This is an optimization exercise on Yosys and OpenROAD, whose aim is small area, a short achievable clock period and few clock cycles, not a production implementation. Where RTL was checked, it was by simulation tests only, not by an equivalence proof against the original. No activity file was given, so power comes from the tool's default toggle rates.

==> flow/design.v (excerpt) <==
module multipler_top #(
    parameter integer DATA_LENGTH       = 64,
    parameter integer BLOCK_LENGTH      = 16,
    parameter integer LENGTH            = 16
) (
    input  logic                        clk_i,
    input  logic                        rst_ni,
    input  logic                        start_i,
    output logic                        busy_o,
    output logic                        finish_o,
    input  logic [DATA_LENGTH-1:0]      indata_a_i,
    input  logic [DATA_LENGTH-1:0]      indata_b_i,
    output logic [DATA_LENGTH*2-1:0]    outdata_r_o
);
Size: ~290 flip-flops, ~260 I/O pins.
clock: 10.0 ns
lec_check: 0
cap_margin: 20
core_margin: 2
core_utilization: 45
setup_slack_margin: 5
slew_margin: 20
run.sh (not shown) runs the stock make flow with config.mk's settings and CLKGATE_MAP_FILE= SYNTH_SCRIPT=/design/flow/synth_recipe.tcl, a recipe that flattens the netlist after the stock synthesis.
The starting point passed the timing, DRC and antenna checks.
==> next run, changes <==
--- a/flow/design.v
+++ b/flow/design.v
@@ -2251,19 +2251,19 @@
 assign pa_P_7[69] = pa_P_6[69] & pa_P_6[63];
 assign pa_G_7[70] = pa_G_6[70] | (pa_P_6[70] & pa_G_6[63]);
 assign pa_P_7[70] = pa_P_6[70] & pa_P_6[63];
 assign pa_G_7[71] = pa_G_6[71] | (pa_P_6[71] & pa_G_6[63]);
 assign pa_P_7[71] = pa_P_6[71] & pa_P_6[63];
 assign full_sum = pa_p0 ^ {pa_G_7[70:0], cy_q};
 always_ff @(posedge clk_i) begin
     a_q  <= st_idle ? indata_a_i : a_q;
     b_q  <= st_idle ? indata_b_i : {low_sum[K-1:0], b_q[63:K]};
-    dig  <= st_idle ? indata_b_i[K-1:0] : (st_run ? b_q[2*K-1:K] : dig);   
+    dig  <= st_idle ? indata_b_i[K-1:0] : b_q[2*K-1:K];
     s_q  <= st_cpa ? full_sum[W-1:K] : (st_run ? csa_s[W-1:K] : 64'd0);
     c_q  <= st_run ? csa_c[W-1:K] : 64'd0;
     ls_q <= st_run ? csa_s[K-1:0] : {K{1'b0}};
     lc_q <= st_run ? csa_c[K-1:0] : {K{1'b0}};
     cy_q <= st_run & low_sum[K];
 end
 assign busy_o      = st_run | st_cpa;
 assign finish_o    = st_fin;
 assign outdata_r_o = {s_q, b_q};
- first-iteration DRC count climbs by 5.7%
- worst hold slack barely changes
- die area fell by 0.95%
- count of clock-buffer cells in the layout drops by 7
- non-clock buffer count rises by 1
- cell area falls by 0.77%
- worst setup slack improves by 0.037 ns
- total power climbs by 1.5%
- core utilization falls by 0.21 points
- final cell count fell by 0.43%
No run of this note included a check of the RTL's function; only the layout flow was run.

--- another note on this design; it stands on its own ---

// multipler_top
module multipler_top #(
    parameter integer DATA_LENGTH       = 64,
    parameter integer BLOCK_LENGTH      = 16,
    parameter integer LENGTH            = 16
) (
    input  logic                        clk_i,
    input  logic                        rst_ni,
    input  logic                        start_i,
    output logic                        busy_o,
    output logic                        finish_o,
    input  logic [DATA_LENGTH-1:0]      indata_a_i,
    input  logic [DATA_LENGTH-1:0]      indata_b_i,
    output logic [DATA_LENGTH*2-1:0]    outdata_r_o
);
localparam integer K  = 6;
localparam integer R  = 3;
localparam integer N  = 11;
localparam integer NK = 66;
localparam integer M  = 67;
localparam integer W  = 73;
logic st_run, st_cpa, st_fin;
logic busy_q;
logic [3:0] cnt_q;
logic st_idle;   
logic first;     
logic [63:0]   a_q;       
logic [NK-1:0] b_q;       
logic [M-1:0]  s_q;       
logic [M-1:0]  c_q;       
logic [K-1:0]  ls_q;      
logic [K-1:0]  lc_q;      
logic          cy_q;      
logic [R-1:0]  one_q;     
logic [R-1:0]  two_q;     
logic [R-1:0]  pos_q;     
always_ff @(posedge clk_i) begin
    if (!rst_ni) begin
        st_run <= 1'b0;
        st_cpa <= 1'b0;
        st_fin <= 1'b0;
        busy_q <= 1'b0;
        first  <= 1'b1;
        st_idle <= 1'b1;
        cnt_q  <= '0;
    end else begin
        st_idle <= ~((st_idle & start_i) | st_run | st_cpa);
        first  <= ~st_run;
        busy_q <= (st_idle & start_i) | st_run;
        st_run <= (st_idle & start_i) | (st_run & ~(cnt_q == N-1));
        st_cpa <= st_run & (cnt_q == N-1);
        st_fin <= st_cpa;
        cnt_q  <= st_run ? cnt_q + 1'b1 : '0;
    end
end
wire [R-1:0] one_in, two_in, neg_in, one_nx, two_nx, neg_nx;
  ...
For scale: about 1900 cells after synthesis, about 290 flip-flops, roughly 260 I/O pins.
export LEC_CHECK = 0
export CAP_MARGIN = 20
export CORE_MARGIN = 2
export CORE_UTILIZATION = 45
export CTS_CLUSTER_DIAMETER = 100
export CTS_CLUSTER_SIZE = 30
export SLEW_MARGIN = 20
create_clock -name core_clock -period 10.0 [get_ports {clk_i}]
standard.sh (not shown) runs the stock make flow with config.mk's settings and CLKGATE_MAP_FILE= SYNTH_SCRIPT=/design/flow/synth_recipe.tcl, a recipe that flattens the netlist after the stock synthesis.
==> flow/flow/run.sh <==
#!/bin/bash
set -euo pipefail
{
  echo "include $(pwd)/config.mk"
  cat flow/extra.mk
} > extra_config.mk
sed "s#DESIGN_CONFIG=[^ ]*#DESIGN_CONFIG=$(pwd)/extra_config.mk#" standard.sh > standard_extra.sh
bash standard_extra.sh > standard.log 2>&1
==> flow/flow/extra.mk <==
export SETUP_SLACK_MARGIN = 6.75
export BUFFER_PORTS_ARGS = -buffer_cell sky130_fd_sc_hd__buf_1
Testbench counts at the start, summed over its fixed seeds: cycles 33,600.
Change:
==> flow/flow/extra.mk (replaced) <==
export SETUP_SLACK_MARGIN = 6.5
export BUFFER_PORTS_ARGS = -buffer_cell sky130_fd_sc_hd__buf_1
Settings changed: CORE_UTILIZATION 45 to 55, PLACE_DENSITY set to 0.65.
The new run went through all stages and came out clean.
Fmax is lower by about 4%.
Synthesized cell count is unchanged.
Global-route usage went up by 3.8 points.
Clock skew drops by 0.0056 ns.
Worst setup slack is worse by 0.14 ns.
Synthesized area is unchanged.
Critical path depth rises by 9.
Utilization is higher by 6.6 points.
Combinational power drops by 10%.

## afterwards: timing with drivers on the ports
The flow's constraints put no driver on any port. The routed layouts listed below were extracted and timed again, unchanged, in two steps. Step 1: set_driving_cell puts a clkbuf_16 on clk_i and a buf_2 on each other input, an assumption about the parent block. Step 2 times the ports against the registers' clock, not the clock port: input delays grow and output delays shrink by t, the midpoint of the rising clock arrivals with the driver on. Slacks: no drivers / after step 1 / after step 2; pairs: no drivers / after step 1.
run	shift t [ns]	setup slack, ns	latest minus earliest clock arrival (ns)	worst register clock-pin slew, ns	worst data-port slew with drivers (ns)
the first run of note 1	0.627	5.539 / 5.539 / 5.539	0.028 / 0.027	0.06 / 0.06	0.09
the second run of note 1	0.629	5.576 / 5.516 / 5.790	0.018 / 0.018	0.07 / 0.07	0.09
the first run of note 2	0.603	6.663 / 6.663 / 6.663	0.032 / 0.033	0.12 / 0.12	0.11
the second run of note 2	0.589	6.519 / 6.519 / 6.519	0.028 / 0.027	0.11 / 0.11	0.10
After both steps setup and hold are still met in every run listed.
